Source: an optimization exercise on an open RTL-to-GDS flow (aim: small area, a short achievable clock period and few clock cycles). Production flows keep margins and buffers that such runs may drop.
The RTL was checked by simulation tests, not by an equivalence proof against the original design.
Power and IR drop assume default switching activity. No driver is modelled on the clock port, so clocking that relies on it looks cheaper here than on a real chip.

## memsys
module memsys
(
input clk,
input a_rst,
input CMD_RCVD,
input rw,
input [7:0] addr,
input [3:0] ctrl,
input [119:0] data15,
output done,
output [119:0] answer
);
wire go = CMD_RCVD & ~a_rst;
wire we = go & rw;
assign done = go;
wire [3:0] c = addr[3:0];    
wire [15:0] woh;
dec4 dw(.a(addr[7:4]), .y(woh));
wire [63:0] roh;
genvar q;
generate
for (q = 0; q < 4; q = q + 1) begin : rdec
  dec4 dr(.a(addr[7:4]), .y(roh[16*q +: 16]));
end
endgenerate
wire [15:0] rlo, rhi, wlo, whi;
rctl rc(.c(c), .rw(rw), .lo(rlo), .hi(rhi));
wctl wc(.c(c), .ctrl(ctrl), .we(we), .lo(wlo), .hi(whi));
wire [15:0] keep;
genvar k;
generate
for (k = 0; k < 16; k = k + 1) begin : kp
  assign keep[k] = rw | (k < ctrl);
end
endgenerate
wire [127:0] xn;    
wire [127:0] y;     
wire [127:0] din = rw ? {8'b0, data15} : 128'd0;
rot16 rot(.xn(xn), .s(rw ? 4'd0 - c : c), .keep(keep), .y(y));
assign answer = y[119:0];
genvar b;
generate
for (b = 0; b < 16; b = b + 1) begin : bank
  wire [15:0] wen, rsel;
  selgen ws(.oh(woh), .lo(wlo[b]), .hi(whi[b]), .y(wen));
  selgen rs(.oh(roh[16*(b/4) +: 16]), .lo(rlo[b]), .hi(rhi[b]), .y(rsel));
  slave_bank sb(.clk(clk), .a_rst(a_rst), .wen(wen), .wd(y[8*b +: 8]),
                .rsel(rsel), .din(din[8*b +: 8]), .xn(xn[8*b +: 8]));
end
endgenerate
endmodule
export LEC_CHECK = 0
export CAP_MARGIN = 30
export CORE_MARGIN = 2
export CORE_UTILIZATION = 65
export SETUP_SLACK_MARGIN = 2.5
export SLEW_MARGIN = 40
export SYNTH_HIERARCHICAL = 1
export SYNTH_MINIMUM_KEEP_SIZE = 0
export TNS_END_PERCENT = 0
create_clock -name core_clock -period 9.0 [get_ports {clk}]
standard.sh (not shown) runs the stock make flow with config.mk's settings and CLKGATE_MAP_FILE= SYNTH_SCRIPT=/design/flow/synth_recipe.tcl, a recipe that flattens the netlist after the stock synthesis.
==> flow/flow/run.sh <==
#!/bin/bash
set -euo pipefail
bash standard.sh ABC_LOAD_IN_FF=0.5 synth > synth.log 2>&1
bash standard.sh 'BUFFER_PORTS_ARGS=-buffer_cell sky130_fd_sc_hd__buf_4' \
  MATCH_CELL_FOOTPRINT=0 \
  'CTS_ARGS=-sink_clustering_enable -repair_clock_nets -dont_use_dummy_load' \
  finish > layout.log 2>&1
test -s out/final.def
The first run completed with no timing, DRC or antenna violations.
Testbench counts at the start, summed over its fixed seeds: cycles 4,800.
Next try:
--- a/flow/flow/run.sh
+++ b/flow/flow/run.sh
@@ -6 +6 @@
-  'CTS_ARGS=-sink_clustering_enable -repair_clock_nets -dont_use_dummy_load' \
+  'CTS_ARGS=-sink_clustering_enable -repair_clock_nets -dont_use_dummy_load -sink_clustering_size 30 -sink_clustering_max_diameter 150' \
- CAP_MARGIN: 30 -> 20
- CORE_UTILIZATION: 65 -> 70
- SLEW_MARGIN: 40 -> 20
Design area decreases by a few percent.
First-iteration DRC count came out lower slightly.
Clock skew fell by 0.030 ns.
Core utilization came out higher by 2.3 points.
Global-route usage rose by 2.4 points.
Worst hold slack gets better by 0.013 ns.
Setup slack improves by 0.0059 ns.
Total power shrinks by roughly a tenth.
Count of clock-buffer cells in the layout came out lower by 128.

---

Another version of the RTL of memsys (not shown whole).
For scale: roughly 260 I/O pins, roughly 100000 µm² of cells after synthesis.
clock: 9.0 ns
lec_check: 0
cap_margin: 20
core_margin: 2
core_utilization: 75
setup_slack_margin: 2.5
slew_margin: 20
synth_hierarchical: 1
synth_minimum_keep_size: 0
tns_end_percent: 0
==> flow/flow/run.sh <==
#!/bin/bash
set -euo pipefail
bash standard.sh ABC_LOAD_IN_FF=0.5 synth > synth.log 2>&1
bash standard.sh 'BUFFER_PORTS_ARGS=-buffer_cell sky130_fd_sc_hd__buf_4' \
  MATCH_CELL_FOOTPRINT=0 \
  'CTS_ARGS=-sink_clustering_enable -repair_clock_nets -dont_use_dummy_load -sink_clustering_size 20 -sink_clustering_max_diameter 100' \
  finish > layout.log 2>&1
test -s out/final.def
Testbench counts at the start, summed over its fixed seeds: cycles 4,800.
==> next run, changes <==
- CORE_UTILIZATION: 75 -> 70
- maximum frequency hardly moves
- synthesized cell count does not change
- via count shrinks by 4.0%
- utilization shrinks by 5.9 points
- wire length shrinks by about 4.7%
- setup slack degrades by 0.015 ns
- sequential share of layout area grows by 0.22 points
- total power shrinks by about 1.2%
- die area grows by 7.1%
==> next run, changes <==
- CAP_MARGIN: 20 -> 10
- SLEW_MARGIN: 20 -> 10
The new run went through all stages and came out clean.
Clock skew rose by 0.0096 ns.
Cell area is about the same.
Fmax hardly moves.
Clock power is about the same.
Routed wire length hardly moves.
Final cell count is about the same.
Via count fell by 0.38%.
Die area stays the same.
Worst hold slack hardly moves.
Worst setup slack improved by 0.018 ns.
Area after synthesis is unchanged.

---

Setup of the reference run:
memsys, a different RTL version from the one above (not shown whole).
For scale: ~7700 cells after synthesis.
Settings: LEC_CHECK=0, CAP_MARGIN=30, CORE_MARGIN=2, CORE_UTILIZATION=30, SETUP_SLACK_MARGIN=2.5, SLEW_MARGIN=40, SYNTH_HIERARCHICAL=1, SYNTH_MINIMUM_KEEP_SIZE=0; clock period 9.0 ns.
run.sh (not shown) runs the stock make flow with config.mk's settings and CLKGATE_MAP_FILE= SYNTH_SCRIPT=/design/flow/synth_recipe.tcl, a recipe that flattens the netlist after the stock synthesis.
Stock flow here: none of the scripts above is used.
The reference run finished all stages; the layout is clean.
Testbench counts of the reference run, summed over its fixed seeds: cycles 4,800.
#### Input delta (the trial run over the reference run)
- a change of CORE_UTILIZATION from 30 to 65
==> flow/flow/run.sh (new file) <==
#!/bin/bash
# Layout flow: the standard synthesis, then the standard ORFS layout
# with two changes: the port buffers are buf_4 cells (the default choice is
# a slow delay cell), and the resizer may swap cells across footprints.
set -euo pipefail
bash standard.sh synth > synth.log 2>&1
bash standard.sh 'BUFFER_PORTS_ARGS=-buffer_cell sky130_fd_sc_hd__buf_4' \
  MATCH_CELL_FOOTPRINT=0 finish > layout.log 2>&1
test -s out/final.def
==> flow/standard.sh (new file) <==
#!/bin/bash
# synth_recipe.tcl (not shown) runs the flow's synth.tcl, then flattens the netlist and writes it again
# the make line also repeats each setting of config.mk as NAME=value (left out here)
make -C /OpenROAD-flow-scripts/flow DESIGN_CONFIG=/design/flow/config.mk WORK_HOME=/design/flow/orfs CLKGATE_MAP_FILE= SYNTH_SCRIPT=/design/flow/synth_recipe.tcl "${@:-finish}"
removed: flow/run.sh
Results
Lower overall global routing resource usage goes to the reference run over the trial run. The reference run has a higher total power than the trial run. Going from the reference run to the trial run, layout overhead on the synthesized area shrinks by 6.7 points. On die area, the lower figure sits with the trial run, not the reference run.

---

The RTL this note starts from:
==> flow/design.v <==
`timescale 1 ns / 1 ps
module dec4
(
input [3:0] a,
output [15:0] y
);
assign y = 16'b1 << a;
endmodule
module dec4e
(
input [3:0] a,
input en_n,
output [15:0] y
);
assign y = en_n ? 16'd0 : (16'b1 << a);
endmodule
module rctl
(
input [3:0] c,
output [15:0] lo,
output [15:0] hi
);
genvar b;
generate
for (b = 0; b < 16; b = b + 1) begin : g
  assign lo[b] = c <= b;
  assign hi[b] = c > b;
end
endgenerate
endmodule
module wctl
(
input [3:0] c,
input [3:0] ctrl,
input we,
output [15:0] lo_n,
output [15:0] hi_n
);
genvar b;
generate
for (b = 0; b < 16; b = b + 1) begin : g
  wire [3:0] off = b - c;
  wire in = we & (off < ctrl);
  assign lo_n[b] = ~(in & (c <= b));
  assign hi_n[b] = ~(in & (c > b));
end
endgenerate
endmodule
module dec4n
(
input [3:0] a,
output [15:0] yn
);
assign yn = ~(16'b1 << a);
endmodule
module wselgen
(
input [15:0] oh_n,
input lo_n,
input hi_n,
output [15:0] y
);
assign y = ~(({16{lo_n}} | oh_n) & ({16{hi_n}} | {oh_n[14:0], 1'b1}));
endmodule
module selgen
(
input [15:0] oh,
input lo,
input hi,
output [15:0] y
);
assign y = ({16{lo}} & oh) | ({16{hi}} & {oh[14:0], 1'b0});
endmodule
module mxi
(
input a,
input b,
input s,
input sn,
output y
);
assign y = ~((a & s) | (b & sn));
endmodule
module ao22
(
input a,
input b,
input m1,
input m2,
output y
);
assign y = (a & m1) | (b & m2);
endmodule
module rot16
(
input [127:0] xn,
input [3:0] s,
input [15:0] keep,
output [127:0] y
);
wire [127:0] t1, t2n, t4;
wire [3:0] sn = ~s;
wire [15:0] mk1 = keep & {16{s[3]}};
wire [15:0] mk2 = keep & {16{sn[3]}};
genvar k, i;
generate
for (k = 0; k < 16; k = k + 1) begin : by
  for (i = 0; i < 8; i = i + 1) begin : bi
    mxi m1(.a(xn [8*((k + 1) % 16) + i]), .b(xn [8*k + i]), .s(s[0]), .sn(sn[0]), .y(t1[8*k + i]));
    mxi m2(.a(t1 [8*((k + 2) % 16) + i]), .b(t1 [8*k + i]), .s(s[1]), .sn(sn[1]), .y(t2n[8*k + i]));
    mxi m4(.a(t2n[8*((k + 4) % 16) + i]), .b(t2n[8*k + i]), .s(s[2]), .sn(sn[2]), .y(t4[8*k + i]));
    ao22 m8(.a(t4 [8*((k + 8) % 16) + i]), .b(t4 [8*k + i]), .m1(mk1[k]), .m2(mk2[k]), .y(y[8*k + i]));
  end
end
endgenerate
endmodule
`timescale 1 ns / 1 ps
module slave_bank
(
input clk,
input a_rst,
input [15:0] wen,
input [7:0] wd,
input [15:0] rsel,
input [7:0] din,
output [7:0] xn
);
wire [127:0] rows;
genvar g, i, j;
generate
for (g = 0; g < 16; g = g + 1) begin : row
  reg [7:0] q;
  always @(posedge clk, posedge a_rst)
    if (a_rst)
      q <= 8'd0;
    else if (wen[g])
      q <= wd;
  assign rows[8*g +: 8] = q;
end
for (i = 0; i < 8; i = i + 1) begin : rd
  wire [7:0] l1;    
  wire [1:0] p;     
  for (j = 0; j < 7; j = j + 1) begin : pr
    aoi22 u(.a1(rows[8*(2*j) + i]), .a2(rsel[2*j]),
            .b1(rows[8*(2*j+1) + i]), .b2(rsel[2*j+1]), .y(l1[j]));
  end
  aoi221 u7(.a1(rows[8*14 + i]), .a2(rsel[14]), .b1(rows[8*15 + i]), .b2(rsel[15]),
            .c1(din[i]), .y(l1[7]));
  nand4g n0(.a(l1[0]), .b(l1[1]), .c(l1[2]), .d(l1[3]), .y(p[0]));
  nand4g n1(.a(l1[4]), .b(l1[5]), .c(l1[6]), .d(l1[7]), .y(p[1]));
  nor2g  o (.a(p[0]), .b(p[1]), .y(xn[i]));
end
endgenerate
endmodule
module aoi22 (input a1, input a2, input b1, input b2, output y);
assign y = ~((a1 & a2) | (b1 & b2));
endmodule
module aoi221 (input a1, input a2, input b1, input b2, input c1, output y);
assign y = ~((a1 & a2) | (b1 & b2) | c1);
endmodule
module nand4g (input a, input b, input c, input d, output y);
assign y = ~(a & b & c & d);
endmodule
module nor2g (input a, input b, output y);
assign y = ~(a | b);
endmodule
`timescale 1 ns / 1 ps
module memsys
(
input clk,
input a_rst,
input CMD_RCVD,
input rw,
input [7:0] addr,
input [3:0] ctrl,
input [119:0] data15,
output done,
output [119:0] answer
);
wire go = CMD_RCVD & ~a_rst;
wire we = go & rw;
assign done = go;
wire [3:0] c = addr[3:0];    
wire [15:0] woh_n;
dec4n dw(.a(addr[7:4]), .yn(woh_n));
wire [63:0] roh;
genvar q;
generate
for (q = 0; q < 4; q = q + 1) begin : rdec
  dec4e dr(.a(addr[7:4]), .en_n(rw), .y(roh[16*q +: 16]));
end
endgenerate
wire [15:0] rlo0, rhi0, rlo1, rhi1, wlo_n, whi_n;
rctl rc0(.c(c), .lo(rlo0), .hi(rhi0));
rctl rc1(.c(c), .lo(rlo1), .hi(rhi1));
wctl wc(.c(c), .ctrl(ctrl), .we(we), .lo_n(wlo_n), .hi_n(whi_n));
wire [15:0] keep;
genvar k;
generate
for (k = 0; k < 16; k = k + 1) begin : kp
  assign keep[k] = rw | (k < ctrl);
end
endgenerate
wire [127:0] xn;    
wire [127:0] y;     
wire [127:0] din = rw ? {8'b0, data15} : 128'd0;
rot16 rot(.xn(xn), .s(rw ? 4'd0 - c : c), .keep(keep), .y(y));
assign answer = y[119:0];
genvar b;
generate
for (b = 0; b < 16; b = b + 1) begin : bank
  wire [15:0] wen, rsel0, rsel1;
  wselgen ws(.oh_n(woh_n), .lo_n(wlo_n[b]), .hi_n(whi_n[b]), .y(wen));
  selgen rs0(.oh(roh[16*(b/4) +: 16]), .lo(rlo0[b]), .hi(rhi0[b]), .y(rsel0));
  selgen rs1(.oh(roh[16*(b/4) +: 16]), .lo(rlo1[b]), .hi(rhi1[b]), .y(rsel1));
  wire [15:0] rsel = {rsel1[15:8], rsel0[7:0]};
  slave_bank sb(.clk(clk), .a_rst(a_rst), .wen(wen), .wd(y[8*b +: 8]),
                .rsel(rsel), .din(din[8*b +: 8]), .xn(xn[8*b +: 8]));
end
endgenerate
endmodule
export LEC_CHECK = 0
export CAP_MARGIN = 10
export CORE_MARGIN = 2
export CORE_UTILIZATION = 70
export SETUP_SLACK_MARGIN = 2.5
export SLEW_MARGIN = 10
export SYNTH_HIERARCHICAL = 1
export SYNTH_MINIMUM_KEEP_SIZE = 0
export TNS_END_PERCENT = 0
create_clock -name core_clock -period 9.0 [get_ports {clk}]
standard.sh (not shown) runs the stock make flow with config.mk's settings and CLKGATE_MAP_FILE= SYNTH_SCRIPT=/design/flow/synth_recipe.tcl, a recipe that flattens the netlist after the stock synthesis.
==> flow/flow/run.sh <==
#!/bin/bash
set -euo pipefail
bash standard.sh ABC_LOAD_IN_FF=0.5 synth > synth.log 2>&1
bash standard.sh 'BUFFER_PORTS_ARGS=-buffer_cell sky130_fd_sc_hd__buf_4' \
  MATCH_CELL_FOOTPRINT=0 \
  'CTS_ARGS=-sink_clustering_enable -repair_clock_nets -dont_use_dummy_load -sink_clustering_size 20 -sink_clustering_max_diameter 100' \
  finish > layout.log 2>&1
test -s out/final.def
The first run finished clean.
Testbench counts at the start, summed over its fixed seeds: cycles 4,800.
==> next run, changes <==
- CAP_MARGIN: 10 -> 20
- SLEW_MARGIN: 10 -> 20
After rerunning: Power stays flat. Setup slack gets worse by 28 ps. Die area does not change. Clock skew rose by 7.2 ps. Core utilization barely changes. Flip-flop and latch count stays the same.

separate check: timing with driven ports:
The results above use ideal ports. As a check the final layouts listed here were re-extracted and re-timed, cells and wires unchanged. Step 1: set_driving_cell puts a clkbuf_16 on clk and a buf_2 on each other input, an assumption about the parent block. Step 2, shift: input delay + t, output delay - t, t = (earliest + latest rising clock arrival at the registers) / 2. This alone moves slack from input paths to output paths. Three values: no drivers, after step 1, after step 2; two values: the first two.
run | shift t [ns] | slack for setup (ns) | worst setup path at the end | slew at the worst register clock pin (ns)
the first run of note 1 | 0.904 | 1.974 / 1.637 / 1.637 | input to output | 0.06 / 0.06
the second run of note 1 | 0.828 | 1.980 / 1.703 / 1.703 | input to output | 0.12 / 0.12
the first run of note 2 | 0.857 | 1.989 / 1.613 / 1.613 | input to output | 0.09 / 0.09
the second run of note 2 | 0.849 | 1.974 / 1.648 / 1.648 | input to output | 0.09 / 0.09
the third run of note 2 | 0.851 | 1.992 / 1.650 / 1.650 | input to output | 0.09 / 0.09
the reference run | 0.997 | 1.544 / 1.250 / 1.250 | input to output | 0.07 / 0.07
the trial run | 0.958 | 1.884 / 1.603 / 1.603 | input to output | 0.07 / 0.07
the first run of note 4 | 0.834 | 1.978 / 1.735 / 1.735 | input to output | 0.09 / 0.09
the second run of note 4 | 0.836 | 1.950 / 1.647 / 1.647 | input to output | 0.09 / 0.09
After both steps setup and hold are still met in every run listed. The setup slack of the first run of note 2, which loses most, moves by -0.376 ns with the drivers and by -0.376 ns with both steps.
